Source: an optimization exercise on an open RTL-to-GDS flow (aim: small area, a short achievable clock period and few clock cycles). Production flows keep margins and buffers that such runs may drop. Only simulation tests tie the RTL to the original design; equivalence was not proved. No activity file was given, so power comes from the tool's default toggle rates.

==> constraint.sdc <==
create_clock -name core_clock -period 9.0 [get_ports {clk}]
set_input_delay 1.8000 -clock core_clock [delete_from_list [all_inputs] [get_ports {clk}]]
set_output_delay 1.8000 -clock core_clock [all_outputs]
set_load 0.01 [all_outputs]
==> run.sh <==
#!/bin/bash
# synth_recipe.tcl (not shown) runs the flow's synth.tcl, then flattens the netlist and writes it again
# the make line also repeats each setting of config.mk as NAME=value (left out here)
make -C /OpenROAD-flow-scripts/flow DESIGN_CONFIG=/design/flow/config.mk WORK_HOME=/design/flow/orfs CLKGATE_MAP_FILE= SYNTH_SCRIPT=/design/flow/synth_recipe.tcl finish
==> design.v <==
module multiplier
  (
   input                     clk,
   input                     rst,
   input                     en,
   input [BITS-1:0]          data_a,
   input [BITS-1:0]          data_b,
   output reg [(BITS*2)-1:0] result,
   output                    done
   );
   parameter BITS = 16;
   localparam STATE_IDLE     = 0;
   localparam STATE_MULTIPLY = 1;
   reg                    state;
   reg [$clog2(BITS)-1:0] mul_counter;
   reg [BITS-1:0]         data_a_reg;
   reg [(BITS*2)-1:0]     data_b_reg;
   assign done = (STATE_IDLE == state) && !en;
   always @ (posedge clk) begin
      case (state)
         STATE_IDLE: begin
            if (en) begin
               mul_counter <= 0;
               data_a_reg <= data_a;
               data_b_reg <= { {BITS{1'b0}}, data_b };
               result <= 0;
               state <= STATE_MULTIPLY;
            end
         end
         STATE_MULTIPLY: begin
            if (mul_counter == BITS - 1) begin
               state <= STATE_IDLE;
            end else begin
               mul_counter <= mul_counter + 1;
            end
            data_a_reg <= data_a_reg >> 1;
            data_b_reg <= data_b_reg << 1;
            if (data_a_reg[0]) begin
               result <= result + data_b_reg;
            end
         end
      endcase
      if (rst) begin
         state <= STATE_IDLE;
      end
   end
endmodule
module divider
  (
   input                 clk,
   input                 rst,
   input                 en,
   input [BITS-1:0]      dividend,
   input [BITS-1:0]      divisor,
   output reg [BITS-1:0] quotient,
   output [BITS-1:0]     remainder,
   output                done
   );
   parameter BITS = 16;
   localparam STATE_IDLE   = 0;
   localparam STATE_DIVIDE = 1;
   reg                    state;
   reg [$clog2(BITS)-1:0] div_counter;
   reg [(BITS-1)*2:0]     dividend_reg;
   reg [(BITS-1)*2:0]     divisor_reg;
   assign done = (STATE_IDLE == state) && !en;
   assign remainder = dividend_reg[BITS-1:0];
   always @ (posedge clk) begin
      case (state)
        STATE_IDLE: begin
           if (en) begin
              div_counter <= 0;
              dividend_reg <= { {BITS-1{1'b0}}, dividend };
              divisor_reg <= { divisor, {BITS-1{1'b0}} };
              quotient <= 0;
              state <= STATE_DIVIDE;
           end
        end
        STATE_DIVIDE: begin
           if (div_counter == BITS - 1) begin
              state <= STATE_IDLE;
           end else begin
              div_counter <= div_counter + 1;
           end
           divisor_reg <= divisor_reg >> 1;
           if (dividend_reg < divisor_reg) begin
              quotient <= quotient << 1;
           end else begin
              quotient <= (quotient << 1) | 1'b1;
              dividend_reg <= dividend_reg - divisor_reg;
           end
        end
      endcase
      if (rst) begin
         state <= STATE_IDLE;
      end
   end
endmodule
module processor
  (
   input                        clk,
   input                        rst,
   input                        boot_done,
   output reg [11:0]            status_digits,
   output reg                   halted,
   output reg [16-1:0]  instr_ptr,
   input                        instr_valid,
   input [32-1:0]      cur_instr,
   output reg                   cache_wr_en,
   output reg [16-1:0]  cache_wr_addr,
   output reg [16-1:0]  cache_wr_data,
   input                        cache_wr_done,
   output reg                   cache_rd_en,
   output reg [16-1:0]  cache_rd_addr,
   input [16-1:0]       cache_rd_data,
   input                        cache_rd_done,
   input                        pixel_wr_done,
   output reg                   pixel_en,
   output reg [7:0]             pixel_rgb,
   output reg [7:0]             pixel_x,
   output reg [7:0]             pixel_y,
   input [16-1:0]       rnd,
   output reg                   ms_time_rst,
   input [16-1:0]       ms_time,
   input [142-1:0] buf_inputs
   );
   reg [16-1:0]  registers [16-1:0];
   reg                   overflow_flag;
   reg                   carry_flag;
   reg                   zero_flag;
   reg                   sign_flag;
   wire [7:0]            opcode = cur_instr[31:24];
   wire [7:0]            arg1 = cur_instr[23:16];
   wire [7:0]            arg2 = cur_instr[15:8];
   wire [3:0]            reg1 = arg1[3:0];
   wire [3:0]            reg2 = arg2[3:0];
   wire [16-1:0] dest = registers[reg1];
   wire [16-1:0] src  = registers[reg2];
   wire [15:0]           argA = cur_instr[23:8];
   wire [15:0]           argB = cur_instr[15:0];
   wire signed [16-1:0] signed_dest = dest;
   reg [3:0]             load_reg;
   reg                       multiply_en;
   reg [16-1:0]      multiply_data_a;
   reg [16-1:0]      multiply_data_b;
   wire [(16*2)-1:0] multiply_result;
   wire                      multiply_done;
   multiplier #(.BITS(16)) multiplier_
     (
      .clk(clk),
      .rst(rst),
      .en(multiply_en),
      .data_a(multiply_data_a),
      .data_b(multiply_data_b),
      .result(multiply_result),
      .done(multiply_done)
      );
   reg                   divide_en;
   reg [16-1:0]  dividend;
   reg [16-1:0]  divisor;
   wire [16-1:0] quotient;
   wire [16-1:0] remainder;
   wire                  divide_done;
   divider #(.BITS(16)) divider_
     (
      .clk(clk),
      .rst(rst),
      .en(divide_en),
      .dividend(dividend),
      .divisor(divisor),
      .quotient(quotient),
      .remainder(remainder),
      .done(divide_done)
      );
   localparam [3:0] STATE_PRE_BOOT   = 0;
   localparam [3:0] STATE_HALT       = 1;
   localparam [3:0] STATE_EXECUTING  = 2;
   localparam [3:0] STATE_WR_WAIT    = 3;
   localparam [3:0] STATE_PIXEL_WAIT = 4;
   localparam [3:0] STATE_RD_WAIT    = 5;
   localparam [3:0] STATE_RET_WAIT   = 6;
   localparam [3:0] STATE_MULTIPLY   = 7;
   localparam [3:0] STATE_DIVIDE     = 8;
   reg [3:0]            state;
   always @ (posedge clk) begin
      cache_wr_en <= 0;
      cache_rd_en <= 0;
      pixel_en <= 0;
      multiply_en <= 0;
      divide_en <= 0;
      ms_time_rst <= 0;
      case (state)
        STATE_PRE_BOOT: begin
           if (boot_done) begin
              state <= STATE_EXECUTING;
           end
        end
        STATE_HALT: begin
           halted <= 1;
        end
        STATE_EXECUTING: begin
           halted <= 0;
           if (instr_valid) begin
              execute();
           end
        end
        STATE_WR_WAIT: begin
           if (cache_wr_done) begin
              state <= STATE_EXECUTING;
           end
        end
        STATE_PIXEL_WAIT: begin
           if (pixel_wr_done) begin
              state <= STATE_EXECUTING;
           end
        end
        STATE_RD_WAIT: begin
           if (cache_rd_done) begin
              registers[load_reg] <= cache_rd_data;
              state <= STATE_EXECUTING;
           end
        end
        STATE_RET_WAIT: begin
           if (cache_rd_done) begin
              instr_ptr <= cache_rd_data + 32 / 8;
              state <= STATE_EXECUTING;
           end
        end
        STATE_MULTIPLY: begin
           if (multiply_done) begin
              registers[load_reg] <= multiply_result[16-1:0];
              state <= STATE_EXECUTING;
           end
        end
        STATE_DIVIDE: begin
           if (divide_done) begin
              registers[load_reg] <= quotient;
              state <= STATE_EXECUTING;
           end
        end
      endcase
      if (rst) begin
         state <= STATE_PRE_BOOT;
         status_digits <= 0;
         halted <= 0;
         instr_ptr <= 0;
         cache_wr_en <= 0;
         cache_rd_en <= 0;
         pixel_en <= 0;
         pixel_rgb <= 0;
         ms_time_rst <= 0;
         multiply_en <= 0;
         divide_en <= 0;
         overflow_flag <= 0;
         carry_flag <= 0;
         zero_flag <= 0;
         sign_flag <= 0;
      end
   end
   task execute;
      reg [16:0] result;
      begin
         result = 0;
         instr_ptr <= instr_ptr + 32 / 8;
         case (opcode)
           8'h00: begin
           end
           8'h01: begin
              registers[reg1] <= buf_inputs[src];
           end
           8'h02: begin
              if (cache_wr_done) begin
                 push(instr_ptr);
                 instr_ptr <= argA;
              end else begin
                 instr_ptr <= instr_ptr;
              end
           end
           8'h03: begin
              if (cache_rd_done) begin
                 pop();
                 registers[4'b0] <= registers[4'b0] - arg1 - 16 / 8;
                 state <= STATE_RET_WAIT;
              end else begin
                 instr_ptr <= instr_ptr;
              end
           end
           8'h04: begin
              if (cache_rd_done) begin
                 read(src);
              end else begin
                 instr_ptr <= instr_ptr;
              end
           end
           8'h05: begin
              if (cache_rd_done) begin
                 read(argB);
              end else begin
                 instr_ptr <= instr_ptr;
              end
           end
           8'h06: begin
              registers[reg1] <= src;
           end
           8'h07: begin
              registers[reg1] <= argB;
           end
           8'h08: begin
              if (cache_wr_done) begin
                 push(dest);
              end else begin
                 instr_ptr <= instr_ptr;
              end
           end
           8'h09: begin
              if (cache_rd_done) begin
                 pop();
              end else begin
                 instr_ptr <= instr_ptr;
              end
           end
           8'h0A: begin
              result = dest + src;
              registers[reg1] <= result[16-1:0];
           end
           8'h0B: begin
              result = dest - src;
              registers[reg1] <= result[16-1:0];
           end
           8'h0C: begin
              if (multiply_done) begin
                 multiply_en <= 1;
                 multiply_data_a <= dest;
                 multiply_data_b <= src;
                 state <= STATE_MULTIPLY;
                 load_reg <= reg1;
              end else begin
                 instr_ptr <= instr_ptr;
              end
           end
           8'h0D: begin
              if (divide_done) begin
                 divide_en <= 1;
                 dividend <= dest;
                 divisor <= src;
                 state <= STATE_DIVIDE;
                 load_reg <= reg1;
              end else begin
                 instr_ptr <= instr_ptr;
              end
           end
           8'h0E: begin
              registers[reg1] <= dest & src;
           end
           8'h0F: begin
              registers[reg1] <= dest | src;
           end
           8'h10: begin
              registers[reg1] <= dest ^ src;
           end
           8'h11: begin
              registers[reg1] <= dest << src;
           end
           8'h12: begin
              registers[reg1] <= signed_dest >>> src;
           end
           8'h13: begin
              registers[reg1] <= dest >> src;
           end
           8'h14: begin
              result = dest - src;
           end
           8'h15: begin
              result = { 1'b0, dest & src };
           end
           8'h16: begin
              pixel_rgb <= dest[7:0];
           end
           8'h17: begin
              if (pixel_wr_done) begin
                 pixel_en <= 1;
                 pixel_x <= dest[7:0];
                 pixel_y <= src[7:0];
                 state <= STATE_PIXEL_WAIT;
              end else begin
                 instr_ptr <= instr_ptr;
              end
           end
           8'h18: begin
              if (cache_wr_done) begin
                 write(dest, src);
              end else begin
                 instr_ptr <= instr_ptr;
              end
           end
           8'h19: begin
              if (cache_wr_done) begin
                 write(dest, argB);
              end else begin
                 instr_ptr <= instr_ptr;
              end
           end
           8'h1A: begin
              registers[reg1] <= ms_time;
           end
           8'h1B: begin
              ms_time_rst <= 1;
           end
           8'h1C: begin
              registers[reg1] <= rnd;
           end
           8'h30: begin
              instr_ptr <= dest;
           end
           8'h31: begin
              instr_ptr <= argA;
           end
           8'h32: begin
              if (zero_flag) begin
                 instr_ptr <= argA;
              end
           end
           8'h33: begin
              if (!zero_flag) begin
                 instr_ptr <= argA;
              end
           end
           8'h34: begin
              if (!zero_flag && sign_flag == overflow_flag) begin
                 instr_ptr <= argA;
              end
           end
           8'h35: begin
              if (sign_flag == overflow_flag) begin
                 instr_ptr <= argA;
              end
           end
           8'h36: begin
              if (!carry_flag && !zero_flag) begin
                 instr_ptr <= argA;
              end
           end
           8'h37: begin
              if (!carry_flag) begin
                 instr_ptr <= argA;
              end
           end
           8'h38: begin
              if (sign_flag != overflow_flag) begin
                 instr_ptr <= argA;
              end
           end
           8'h39: begin
              if (sign_flag != overflow_flag || zero_flag) begin
                 instr_ptr <= argA;
              end
           end
           8'h3A: begin
              if (carry_flag) begin
                 instr_ptr <= argA;
              end
           end
           8'h3B: begin
              if (carry_flag || zero_flag) begin
                 instr_ptr <= argA;
              end
           end
           8'h3C: begin
              if (overflow_flag) begin
                 instr_ptr <= argA;
              end
           end
           8'h3D: begin
              if (!overflow_flag) begin
                 instr_ptr <= argA;
              end
           end
           8'h3E: begin
              if (sign_flag) begin
                 instr_ptr <= argA;
              end
           end
           8'h3F: begin
              if (!sign_flag) begin
                 instr_ptr <= argA;
              end
           end
           default: begin
              status_digits <= 12'h700 | opcode;
              state <= STATE_HALT;
           end
         endcase
         if (8'h14 == opcode || 8'h15 == opcode ||
             8'h0A == opcode || 8'h0B == opcode) begin
            set_flags(result);
         end else begin
            clear_flags();
         end
      end
   endtask
   task write;
      input [16-1:0] data;
      input [16-1:0] addr;
      begin
         cache_wr_en <= 1;
         cache_wr_addr <= addr;
         cache_wr_data <= data;
         state <= STATE_WR_WAIT;
      end
   endtask
   task read;
      input [16-1:0] addr;
      begin
         load_reg <= reg1;
         cache_rd_en <= 1;
         cache_rd_addr <= addr;
         state <= STATE_RD_WAIT;
      end
   endtask
   task push;
      input [16-1:0] push_data;
      reg [16-1:0]   new_stack_ptr;
      begin
         new_stack_ptr = registers[4'b0] + 16 / 8;
         write(push_data, new_stack_ptr);
         registers[4'b0] <= new_stack_ptr;
      end
   endtask
   task pop;
      reg [16-1:0] stack_ptr;
      begin
         stack_ptr = registers[4'b0];
         read(stack_ptr);
         registers[4'b0] <= stack_ptr - 2;
      end
   endtask;
   task set_flags;
      input [16:0] result;
      begin
         if (8'h0A == opcode) begin
            overflow_flag <= (dest[16-1] &
                              src[16-1] &
                              ~result[16-1]) |
                             (~dest[16-1] &
                              ~src[16-1] &
                              result[16-1]);            
         end else if (8'h0B == opcode || 8'h14 == opcode) begin
            overflow_flag <= (dest[16-1] &
                              ~src[16-1] &
                              ~result[16-1]) |
                             (~dest[16-1] &
                              src[16-1] &
                              result[16-1]);
         end else begin
            overflow_flag <= 0;
         end
         carry_flag <= result[16];
         zero_flag <= (0 == result[16-1:0]);
         sign_flag <= result[16-1];
      end
   endtask
   task clear_flags;
      begin
         overflow_flag <= 0;
         carry_flag <= 0;
         zero_flag <= 0;
         sign_flag <= 0;
      end
   endtask
endmodule
==> config.mk <==
export PLATFORM = sky130hd
export DESIGN_NAME = processor
export DESIGN_NICKNAME = processor
export VERILOG_FILES = /design/flow/design.v
export SDC_FILE = /design/flow/constraint.sdc
export NUM_CORES = 4
export LEC_CHECK = 0
export CAP_MARGIN = 20
export CORE_MARGIN = 2
export CORE_UTILIZATION = 40
export PLACE_DENSITY = 0.6
export SLEW_MARGIN = 20
==> run notes <==
* Worst path bufs/invs at 2
* Status: finished clean
* Synth async-reset ratio at 0%
* Achievable Freq at 138.7 MHz
* PwrDens at 158.5 nW/um^2
* R2r endpoint: registers[5][10]
* Post-Syn Nets at 3,636
* Fin. Hold Viols at 0
* Max VDD drop at 0.1402 mV
* Num rows at 109
* # hold bufs at CTS at 0
* Static Leakage at 14.97 nW
* Die Wd at 303.5 um
* Slew HR at 23.95%
* Routed len/inst at 30.66 um
* Reg2Reg Depth at 14
* Dpl cells at 4,699
* Hold crit path type: flip-flop to flip-flop
* Reg clk slew, reported paths at 0.06 ns
* Largest net degree at the start of global routing at 77
* Worst Setup SP: cur_instr[16]
* Crit path DAT at 7.41 ns
* Worst-margin pin slew at 1.134 ns
* Synthesized area at 35,870 sq um
* Max Cap Viol at 0
* Synth Instances at 3,285
* Part of the cycle the worst path needs at 80.14%
* Post-synth EDFFs at 522
* Pre-Repair DR Iteration Count at 7
* Vias/cell at 6.388
* Fillers at 8,175
* First-pass GRT wire length at 207.5 mm
* Final HPWL DP at 108.9 mm
* Tmin final at 7.212 ns
* Initial Util at 40.47%
* Syn. warnings at 3
* WP depth at 15
* Post-synthesis sequential area ratio at 46.49%
* Most frequent cells in the layout: edfxtp_1 (522), clkdlybuf4s50_1 (325), nor2_1 (280), nand2_1 (268), a21oi_1 (218)
* # nets final at 3,954
* Die height at 303.5 um
* Vias in the first global route at 28,909
* Clock buffer depth at 3
* Core ar. at 88,650 sq um
* Crit Path Class: primary input to flip-flop
* #FFs+latches synth at 572
* CP required at 9.20 ns
* Slowest stage delay, CP at 0.59 ns
* # IOs at 334
* Final setup fails at 0
* Slowest cell on the critical path: mux4_2
* Gpl congestion at 1.057
* Worst r2r src: registers[0][1]
* Ys flop type: edfxtp_1
* RSZ-0062 raised after global routing: no
* Final clock skew at 0.02069 ns
* Distinct cells, synth at 104
* CTS Sinks at 572
* Total power draw at 6.784 mW
* Crit-path cells: buf_4 > mux4_2 > a22o_1 > a221oi_2 > inv_1 > fa_1 > a211o_1 > a211oi_1 > o21bai_1 > a41oi_1 > nor2b_1 > xor2_1 > a21oi_1 > o32ai_1 > nand2_1
* Global route overflow at 0
* Via count at 30,769
* Max reg flops at 256
* Mean Syn Cell Area at 10.92 sq um
* Commonest non-fill, non-tap cell in the layout: edfxtp_1
* Setup TNS at 0 ns
* TritonCTS clock tree: built
* Total global-route track usage at 31.38%
* CTS-repair resized insts at 0
* # DRC at 0
* Setup Fix Bufs, Post-CTS at 0
* Area growth syn-to-layout at 19.29%
* Total routed wirelength at 147.7 mm
* Later-pin clock latency in the skew report at 0.63 ns
* Port Buf Inserts at 332
* CP Capture Type: flip-flop
* CP max FO at 34
* Setup slack, reg-to-reg at 3.08 ns
* Crit path to: registers[5][10]
* Die area at 92,090 sq um
* Startpoint class of the critical path: primary input
* Share of layout cells above drive strength 1 at 13.49%
* CTS Buf Count at 66
* CP delay by family, top: compound AO/OA/AOI/OAI gates
* Clock Root Buffer: clkbuf_16
* Iter 0 DRT Violations at 4,170
* Fin cells at 4,817
* Antenna Nets Post-Route at 0
* H-tree levels at 3
* Max Transition Viols Final at 0
* Initial antenna violation count at 11
==> power by group <==
group	switching, mW	total [mW]	internal [mW]
sequential	0.0320	2.95	2.91
clock	1.09	2.68	1.59
combinational	0.733	1.16	0.429
total	1.85	6.78	4.93
==> metrics by stage <==
step	hold WS, ns	area (sq um)	setup slack [ns]	util, %
after floorplan	0.4936	35870	2.241	-
after global placement	0.4631	40620	1.095	45.83
after detailed placement	0.4768	40630	1.082	45.83
after CTS	0.4857	42750	1.712	48.23
after global routing	0.5262	42780	1.631	48.26
final	0.4816	42790	1.788	48.27
==> synth_stat cells, drive strengths merged, types with 33 or more instances <==
cell type	instances	area (sq um)
xor2	53	464.2
o21ai	189	953.4
a21oi	222	1115
edfxtp	522	15680
buf	97	571.8
mux2i	72	724.4
inv	133	499.2
and2	46	287.8
dfxtp	50	1001
nor3	85	440.4
mux4	136	3063
nor2	283	1065
a211oi	33	247.7
a22oi	78	585.6
xnor2	65	569.3
ha	117	1464
nand2	271	1030
clkbuf	109	409.1
nand2b	35	226.5
nand3	78	390.4
a221oi	36	375.4
mux2	71	799.5
==> layer usage <==
| metal | GRT usage, % | up-vias | wire length [um] |
|---|---|---|---|
| li1 | - | 13280 | - |
| met1 | 42.86 | 15209 | 58970 |
| met2 | 46.81 | 1876 | 64900 |
| met3 | 7.353 | 396 | 15220 |
| met4 | 15.65 | 8 | 8538 |
| met5 | 0 | - | 53 |
==> worst reg2reg max path, cell delays in order (launching register included) <==
cell	delay, ns
edfxtp_1	0.60
mux4_2	0.53
a22o_1	0.20
a221oi_2	0.54
inv_1	0.39
fa_1	0.56
a211o_1	0.33
a211oi_1	0.22
o21bai_1	0.14
a41oi_1	0.38
nor2b_1	0.21
xor2_1	0.24
a21oi_1	0.10
o32ai_1	0.56
nand2_1	0.50
==> worst min path at each step <==
stage                startpoint                to  slack (ns)  cells past startpoint
2_1_floorplan  status_digits[8]  status_digits[8]        0.49                      2
3_3_place_gp   status_digits[8]  status_digits[8]        0.46                      2
3_5_place_dp   status_digits[8]  status_digits[8]        0.48                      2
4_1_cts        status_digits[8]  status_digits[8]        0.49                      2
5_1_grt            pixel_rgb[6]      pixel_rgb[6]        0.53                      2
6_report       status_digits[8]  status_digits[8]        0.48                      2
==> cell families after synthesis <==
group	after synthesis	synth area share (%)
simple gates	960	12.67
compound gates	891	16.65
flops	572	46.49
buf+inv	342	4.158
mux	279	12.79
fa+ha+maj	122	4.360
xor+xnor	118	2.881
other cells	1	0.01045
==> area by class of cell <==
type	instances	area, sq um	share of cell area [%]
clock inverter	27	270.3	0.6316
tap	1165	1458	3.406
multi-input combinational	2371	17780	41.55
antenna	5	12.51	0.02924
inverter	136	511.7	1.196
sequential	572	16680	38.98
clock buffer	85	1849	4.322
timing repair buffer	456	4230	9.886
Testbench counts, summed over its fixed seeds: cycles 757,722.

what the ideal ports hide:
The results above use ideal ports. As a check the final layout listed here was re-extracted and re-timed, cells and wires unchanged. Step 1: set_driving_cell puts a clkbuf_16 on clk and a buf_2 on each other input, an assumption about the parent block. Step 2 moves the port delays by t, midway between the first and last clock arrival at a register: inputs arrive t later, outputs are due t later. That takes back most of the time a late clock gives input paths. Three values: ideal, step 1, step 2; two values: the first two.
t, ns: 0.688
slack for setup (ns): 1.788 / 1.832 / 1.144
clock arrival spread, ns: 0.021 / 0.020
slew at the worst register clock pin (ns): 0.07 / 0.07
After both steps this run still meets setup and hold. The setup slack of this run moves by +0.044 ns with the drivers and by -0.644 ns with both steps.
